Source: an optimization exercise on an open RTL-to-GDS flow (aim: small area and a short achievable clock period). Production flows keep margins and buffers that such runs may drop. The RTL was checked by simulation tests, not by an equivalence proof against the original design. The clock cells of run 2 come from the design's own scripts or RTL, not from TritonCTS. The flow treats the clock pin as an ideal source. Dropping or thinning the clock tree relies on that and would not hold on a real chip. No activity file was given, so power comes from the tool's default toggle rates.

## flow/design.v (module list and top-level ports; edited modules follow where they fit)
// module mult_unsigned: 1552 lines
// module mult_fa: 4 lines
// module mult_ha: 4 lines
module mult_unsigned (
	input clk, rst,
	input [15:0] A,
	input [23:0] B,
	output [39:0] result
);
  // ...
==> flow/flow/run.sh <==
#!/bin/bash
# Layout flow: the standard synthesis unchanged, then the standard ORFS
# steps with plain buffers on the ports and the setup-repair target below.
set -euo pipefail
bash standard.sh synth > synth.log 2>&1
sed -e 's/SETUP_SLACK_MARGIN=[-0-9.]*/SETUP_SLACK_MARGIN=5/' standard.sh > layout.sh
export BUFFER_PORTS_ARGS="-buffer_cell sky130_fd_sc_hd__buf_1"

bash layout.sh finish > layout.log 2>&1
==> flow/standard.sh <==
#!/bin/bash
# synth_recipe.tcl (not shown) runs the flow's synth.tcl, then flattens the netlist and writes it again
# the make line also repeats each setting of config.mk as NAME=value (left out here)
make -C /OpenROAD-flow-scripts/flow DESIGN_CONFIG=/design/flow/config.mk WORK_HOME=/design/flow/orfs CLKGATE_MAP_FILE= SYNTH_SCRIPT=/design/flow/synth_recipe.tcl "${@:-finish}"
==> flow/config.mk <==
export PLATFORM = sky130hd
export DESIGN_NAME = mult_unsigned
export DESIGN_NICKNAME = mult_unsigned
export VERILOG_FILES = /design/flow/design.v
export SDC_FILE = /design/flow/constraint.sdc
export NUM_CORES = 4
export LEC_CHECK = 0
export CAP_MARGIN = 20
export CORE_MARGIN = 2
export CORE_UTILIZATION = 40
export CTS_CLUSTER_DIAMETER = 100
export CTS_CLUSTER_SIZE = 30
export SETUP_SLACK_MARGIN = 5
export SLEW_MARGIN = 20
export SYNTH_HIERARCHICAL = 1
export SYNTH_MINIMUM_KEEP_SIZE = 0
==> flow/constraint.sdc <==
create_clock -name core_clock -period 8.0 [get_ports {clk}]
set_input_delay 1.6000 -clock core_clock [delete_from_list [all_inputs] [get_ports {clk}]]
set_output_delay 1.6000 -clock core_clock [all_outputs]
set_load 0.01 [all_outputs]
==> results.py, run 1 <==
metrics = {
    "status": {
        "outcome": "no timing/DRC/antenna violations",
    },
    "place": {
        "post-place-ws_ps": 4420,
    },
    "logic_synthesis": {
        "synth_common_cells": "xnor2_1 (217), dfxtp_1 (207), a22oi_1 (184)",
        "yosys.area.top_type": "dfxtp_1",
        "synth_top_family_by_area": "adder cells",
        "synthMuxAreaShare_pct": 0.0763,
    },
    "finish": {
        "clockBufferCount": 16,
        "largest_reg_flops": 79,
        "fin_area_um2": 16600,
        "final_common_cell": "xnor2_1",
        "seq_share_pct": 32.3,
        "layout_common_cells": "xnor2_1 (215), a22oi_1 (175), dfxtp_1 (171)",
        "regArea_um2": 5370,
        "final_nets": 1582,
        "top_register": "r2",
    },
    "clock_network": {
        "numCtsBuffers": 13,
        "cts_setup_buffers": 0,
        "cts_root_buffer": "clkbuf_16",
        "path_clk_slew_ps": 110,
    },
    "timing": {
        "finalCriticalPeriod_ps": 3040,
        "period_share_pct": 38.0,
        "setup-violations-final": 0,
        "fin_skew_ps": 19.0,
        "whs_ps": 337,
    },
    "setup_path": {
        "crit_end": "r2[40]",
        "critPathMaxFanout": 17,
        "slowest_delay_ps": 550,
        "reg2reg_from": "rb[16]",
        "rrSetupSlack_ps": 4960,
        "reg2reg_depth": 6,
        "crit_type": "flip-flop to flip-flop",
    },
    "route": {
        "wl_met2_mm": 16.9,
        "dr_wl_met3_mm": 3.57,
        "route.detailed.drc": 0,
        "wl_met1_mm": 15.9,
        "highest_layer": "met4",
        "via_per_inst": 5.42,
        "drt.antenna.violating_nets": 0,
    },
    "grt": {
        "grt.met1_usage_pct": 26.6,
        "overflow": 0,
    },
    "power": {
        "pg_comb_uw": 3020,
        "power.internal_uw": 3520,
    },
    "die": {
        "taps": 468,
    },
    "hold_path": {
        "hold_path_class": "flip-flop to flip-flop",
    },
}
==> run 2, diff against run 1 <==
==> flow/flow/run.sh (replaced) <==
#!/bin/bash
# Layout flow: the standard synthesis unchanged, then the standard ORFS
# steps with plain buffers on the ports and the setup-repair target below.
set -euo pipefail
bash standard.sh synth > synth.log 2>&1
sed -e 's/SETUP_SLACK_MARGIN=[-0-9.]*/SETUP_SLACK_MARGIN=5.0/' standard.sh > layout.sh
export BUFFER_PORTS_ARGS="-buffer_cell sky130_fd_sc_hd__buf_1"
export PRE_CTS_TCL=$(pwd)/flow/manual_cts.tcl MCTS_LEAVES=12 MCTS_ROOTS=4
bash layout.sh finish > layout.log 2>&1
==> flow/flow/manual_cts.tcl (new file) <==
# Two-level clock tree built by hand, in place of the flow's clock tree
# synthesis: the clock port drives a few root buffers; each root buffer drives
# the leaf buffers of its region, and each leaf buffer drives one cluster of
# flip-flops (k-means on their positions). Every register gets the same two
# buffer stages; no register's clock is delayed on purpose.
proc mcts_kmeans {pts k} {
  # pts: list of {x y}; returns {assign cx cy counts}
  set n [llength $pts]
  set sorted [lsort -real -index 0 $pts]
  set cx {}; set cy {}
  for {set i 0} {$i < $k} {incr i} {
    set s [lindex $sorted [expr {int(($i + 0.5) * $n / $k)}]]
    lappend cx [lindex $s 0]; lappend cy [lindex $s 1]
  }
  for {set iter 0} {$iter < 40} {incr iter} {
    set sx [lrepeat $k 0.0]; set sy [lrepeat $k 0.0]; set sc [lrepeat $k 0]
    set assign {}
    foreach s $pts {
      set best 0; set bd 1e30
      for {set i 0} {$i < $k} {incr i} {
        set d [expr {abs([lindex $s 0] - [lindex $cx $i]) + abs([lindex $s 1] - [lindex $cy $i])}]
        if {$d < $bd} { set bd $d; set best $i }
      }
      lappend assign $best
      lset sx $best [expr {[lindex $sx $best] + [lindex $s 0]}]
      lset sy $best [expr {[lindex $sy $best] + [lindex $s 1]}]
      lset sc $best [expr {[lindex $sc $best] + 1}]
    }
    for {set i 0} {$i < $k} {incr i} {
      if {[lindex $sc $i] > 0} {
        lset cx $i [expr {[lindex $sx $i] / [lindex $sc $i]}]
        lset cy $i [expr {[lindex $sy $i] / [lindex $sc $i]}]
      }
    }
  }
  return [list $assign $cx $cy $sc]
}

proc mcts_build {nleaf nroot} {
  set block [ord::get_db_block]
  set db [ord::get_db]
  set clknet [[$block findBTerm clk] getNet]
  set master [$db findMaster sky130_fd_sc_hd__clkbuf_16]
  set sinks {}; set pts {}
  foreach it [$clknet getITerms] {
    set inst [$it getInst]
    set loc [$inst getLocation]
    set m [$inst getMaster]
    lappend sinks $it
    lappend pts [list [expr {[lindex $loc 0] + [$m getWidth] / 2}] [expr {[lindex $loc 1] + [$m getHeight] / 2}]]
  }
  lassign [mcts_kmeans $pts $nleaf] assign cx cy sc
  set lpts {}; set lidx {}
  for {set i 0} {$i < $nleaf} {incr i} {
    if {[lindex $sc $i] > 0} { lappend lpts [list [lindex $cx $i] [lindex $cy $i]]; lappend lidx $i }
  }
  lassign [mcts_kmeans $lpts $nroot] rassign rcx rcy rsc
  # balance: every root buffer drives the same number of leaf buffers (+-1)
  set nl [llength $lpts]
  set cap [expr {int(ceil(double($nl) / $nroot))}]
  for {set iter 0} {$iter < 10} {incr iter} {
    set pairs {}
    for {set l 0} {$l < $nl} {incr l} {
      for {set r 0} {$r < $nroot} {incr r} {
        set p [lindex $lpts $l]
        lappend pairs [list [expr {abs([lindex $p 0] - [lindex $rcx $r]) + abs([lindex $p 1] - [lindex $rcy $r])}] $l $r]
      }
    }
    set rassign [lrepeat $nl -1]
    set rsc [lrepeat $nroot 0]
    foreach pr [lsort -real -index 0 $pairs] {
      lassign $pr d l r
      if {[lindex $rassign $l] >= 0 || [lindex $rsc $r] >= $cap} { continue }
      lset rassign $l $r
      lset rsc $r [expr {[lindex $rsc $r] + 1}]
    }
    for {set r 0} {$r < $nroot} {incr r} {
      set sx 0.0; set sy 0.0; set c 0
      for {set l 0} {$l < $nl} {incr l} {
        if {[lindex $rassign $l] == $r} {
          set sx [expr {$sx + [lindex $lpts $l 0]}]; set sy [expr {$sy + [lindex $lpts $l 1]}]; incr c
        }
      }
      if {$c > 0} { lset rcx $r [expr {$sx / $c}]; lset rcy $r [expr {$sy / $c}] }
    }
  }
  set rootnets {}
  for {set r 0} {$r < $nroot} {incr r} {
    if {[lindex $rsc $r] == 0} { lappend rootnets {}; continue }
    set root [odb::dbInst_create $block $master mcts_root_$r]
    $root setLocation [expr {int([lindex $rcx $r])}] [expr {int([lindex $rcy $r])}]
    $root setPlacementStatus PLACED
    [$root findITerm A] connect $clknet
    set rnet [odb::dbNet_create $block mcts_root_net_$r]
    $rnet setSigType CLOCK
    [$root findITerm X] connect $rnet
    lappend rootnets $rnet
  }
  set leafnets [lrepeat $nleaf {}]
  set j 0
  foreach i $lidx {
    set leaf [odb::dbInst_create $block $master mcts_leaf_$i]
    $leaf setLocation [expr {int([lindex $cx $i])}] [expr {int([lindex $cy $i])}]
    $leaf setPlacementStatus PLACED
    [$leaf findITerm A] connect [lindex $rootnets [lindex $rassign $j]]
    set lnet [odb::dbNet_create $block mcts_leaf_net_$i]
    $lnet setSigType CLOCK
    [$leaf findITerm X] connect $lnet
    lset leafnets $i $lnet
    incr j
  }
  set j 0
  foreach it $sinks {
    $it disconnect
    $it connect [lindex $leafnets [lindex $assign $j]]
    incr j
  }
  puts "manual clock tree: [llength $sinks] sinks, [llength $lidx] leaf buffers $sc, $nroot root buffers $rsc"
}

set mcts_leaves 10
set mcts_roots 3
if {[info exists ::env(MCTS_LEAVES)]} { set mcts_leaves $::env(MCTS_LEAVES) }
if {[info exists ::env(MCTS_ROOTS)]} { set mcts_roots $::env(MCTS_ROOTS) }
mcts_build $mcts_leaves $mcts_roots
set_propagated_clock [all_clocks]
# the tree is built: the flow's clock_tree_synthesis call becomes a no-op
rename clock_tree_synthesis mcts_orig_clock_tree_synthesis
proc clock_tree_synthesis {args} { puts "clock_tree_synthesis skipped: manual clock tree" }
--- a/flow/config.mk
+++ b/flow/config.mk
@@ -8,8 +8,6 @@
 export CAP_MARGIN = 20
 export CORE_MARGIN = 2
 export CORE_UTILIZATION = 40
-export CTS_CLUSTER_DIAMETER = 100
-export CTS_CLUSTER_SIZE = 30
 export SETUP_SLACK_MARGIN = 5
 export SLEW_MARGIN = 20
 export SYNTH_HIERARCHICAL = 1
==> results.py, run 2 <==
metrics = {
    "timing": {
        "final.setup.tns_ps": 0,
        "worst_pin_slew_ps": 653,
        "fin_skew_ps": 36.1,
        "relSlewSlack_pct": 56.4,
        "hold_viol": 0,
        "period_share_pct": 37.7,
        "setup-violations-final": 0,
        "final-max-slew-violation-count": 0,
        "whs_ps": 327,
        "fmax_mhz": 332,
        "finalCriticalPeriod_ps": 3010,
        "rsz0062_at_grt": "yes",
    },
    "logic_synthesis": {
        "ys_seq_area_share_pct": 35.5,
        "ys.flop_type": "dfxtp_1",
        "synth_area_per_cell_um2": 11.5,
        "yosys.area.top_type": "dfxtp_1",
        "netlist_top_cells_area": "dfxtp_1 (28%), fa_1 (23%), xnor2_1 (13%), a22oi_1 (9.4%), dfrtp_1 (7.5%)",
        "synth_cell_type_count": 52,
        "ys_ff_latch": 251,
        "synth_warnings": 7,
        "syn_nets": 1550,
        "synthCells": 1282,
        "synth_common_cells": "xnor2_1 (217), dfxtp_1 (207), a22oi_1 (184)",
        "synth_most_common_cell": "xnor2_1",
        "yosysTopAreaCellShare_pct": 28.1,
        "synthesis.area_um2": 14800,
        "synth-edff-count": 0,
        "async_reset_ff_share_pct": 17.5,
    },
    "route": {
        "wl_per_cell_um": 20.8,
        "wirelength_mm": 37.1,
        "via_per_inst": 5.44,
        "wl_met1_mm": 15.8,
        "dr_wl_met3_mm": 3.45,
        "drt.antenna.violating_nets": 0,
        "route.detailed.drc": 0,
        "vias": 9728,
        "wl_met2_mm": 16.9,
        "drt_first_pass_iters": 6,
        "drtIter0Drc": 907,
        "highest_layer": "met4",
    },
    "die": {
        "ios": 82,
        "initial_core_util_pct": 40.4,
        "die_y_um": 196,
        "die_w_um": 196,
        "die_area_um2": 38500,
        "core_area_um2": 36500,
        "rows": 70,
    },
    "setup_path": {
        "critPathTopFamily": "adder cells",
        "worstPathRequired_ps": 8180,
        "cpMaxStageDelayCell": "fa_1",
        "startpoint_type": "flip-flop",
        "path_buf_inv": 0,
        "crit_path_cell_trace": "a22oi_1 > xnor2_1 > fa_1 > fa_1 > fa_1 > fa_1",
        "cp-end-kind": "flip-flop",
        "critPathMaxFanout": 13,
        "critPathArrivalTime_ps": 3190,
        "crit_type": "flip-flop to flip-flop",
        "crit_top_cell": "fa_1",
        "slowest_delay_ps": 540,
    },
    "finish": {
        "layout_common_cells": "xnor2_1 (216), a22oi_1 (177), dfxtp_1 (174)",
        "syn_to_final_growth_pct": 11.6,
        "final_util_pct": 45.1,
        "final_nets": 1590,
        "final_common_cell": "xnor2_1",
        "n_antenna_cell": 0,
        "largest_reg_flops": 79,
        "top_register": "r2",
        "layout-drive-gt1-share_pct": 10.2,
    },
    "job": {
        "max_cap_violations": 0,
    },
    "clock_network": {
        "hold_buffers": 0,
        "clk_latency_ps": 320,
        "path_clk_slew_ps": 90,
    },
    "power": {
        "leakage_uw": 0.00633,
        "pwr_density_cell_nw_per_um2": 346,
        "ir_drop_v": 0.000193,
    },
    "grt": {
        "antenna_found_initial": 0,
        "grt_pass1_vias": 10200,
        "overflow": 0,
        "grt_pass1_wl_mm": 57.4,
        "grt_max_degree": 52,
        "grt_usage_pct": 18.8,
    },
    "place": {
        "gp_congestion": 0.858,
        "dp_hpwl_mm": 23.6,
        "portBuffers": 81,
    },
    "status": {
        "outcome": "no timing/DRC/antenna violations",
    },
    "hold_path": {
        "hold_path_class": "flip-flop to flip-flop",
    },
}
==> run 2: area by class of cell <==
type                            count  area (µm²)
Inverter                           40         150
Sequential cell                   251        5360
Buffer                             16         400
Tap cell                          468         586
Timing Repair Buffer              134         940
Fill cell                        3378       20000
Multi-Input combinational cell    879        9050
==> run 2: cell families after synthesis <==
group                      Yosys count  share of synthesized area [%]
and+or+nand+nor                    165                           5.95
adders and majority gates          226                           27.9
muxes                                1                         0.0763
DFF                                251                           35.5
AOI/OAI and AO/OA                  254                           12.9
buffers and inverters              152                           3.86
xor gates and xnor gates           232                           13.8
other                                1                         0.0254
==> run 2: path summary, 6_finish.rpt <==
| path | startpoint | endpoint | slack (ps) | cells past startpoint |
|---|---|---|---|---|
| worst max-delay path | r_one[0] | r2[40] | 4990 | 6 |
| worst min-delay path | r3[35] | r4[35] | 330 | 0 |
| worst max register to register | r_one[0] | r2[40] | 4990 | 6 |
| worst min register to register | r3[35] | r4[35] | 330 | 0 |
| max in group asynchronous | rst | r5[35] | 6100 | 3 |
| min in group asynchronous | rst | r5[1] | 1420 | 3 |
==> run 2: per-stage QoR <==
stage | total power, µW | std cells | worst slack (ps) | area (µm²)
finish | 5710 | 1788 | 4990 | 16500
global route | 6260 | 1788 | 4900 | 16500
CTS | 5690 | 1754 | 4950 | 15900
detailed placement | 4930 | 1738 | 4420 | 15400
global placement | 4840 | 1738 | 4500 | 15400
floorplan | 4140 | 1282 | 5000 | 14800
==> run 2: metal layers <==
metal  global-route usage, %  vias up
met1                    26.3     4846
met3                    2.96       66
met4                    4.49        0
met2                    30.7      465
li1                        -     4351
met5                       0        -
==> run 2: report_power, final <==
part | leakage, µW | switching, µW | internal (µW)
Clock | 0.000197 | 374 | 359
Combinational | 0.00382 | 1630 | 1380
Sequential | 0.00232 | 179 | 1790
==> run 2: per-module statistics from Yosys (local to each module, per instance) <==
module         cells  times used
mult_ha            1          14
mult_unsigned   1100           1
mult_fa            1         168
==> run 2: worst reg2reg max path: stages (launching register included) <==
cell     delay (ps)
dfxtp_4         470
a22oi_1         150
xnor2_1         280
fa_1            540
fa_1            480
fa_1            530
fa_1            430
==> run 2: repair_timing <==
item / in CTS / in global routing
setup endpoints to repair: 50 / 34
cloned: 0 / 1
endpoints found under the hold margin: 0 / 0
setup buffers: 0 / 33
resized for setup: 61 / 52
pin swaps: 0 / 11

-- static timing again, ports no longer ideal --
The results above use ideal ports. As a check the final layouts listed here were re-extracted and re-timed, cells and wires unchanged.
Step 1 (the two cells are an assumption about what drives the block):
set clk [get_ports {clk}]
set_driving_cell -lib_cell sky130_fd_sc_hd__clkbuf_16 $clk
set_driving_cell -lib_cell sky130_fd_sc_hd__buf_2 [delete_from_list [all_inputs] $clk]
Step 2 adds t to the input delays and takes it off the output delays; t is the mean of the earliest and latest rising clock arrival at the registers after step 1. Input paths then give back, and output paths get back, about the clock's delay inside the block.
Three values: no drivers, after step 1, after step 2; two values: the first two.
run | shift t [ns] | setup WS [ns] | clock arrival spread, ns | worst data-port slew with drivers (ns)
run 1 | 0.557 | 4.957 / 4.957 / 4.957 | 0.020 / 0.019 | 0.05
run 2 | 0.421 | 4.987 / 4.986 / 4.986 | 0.037 / 0.037 | 0.05
After both steps every run listed still meets setup and hold. For run 2, which loses most, drivers alone change the setup slack by -0.001 ns; drivers and shift together by -0.001 ns.
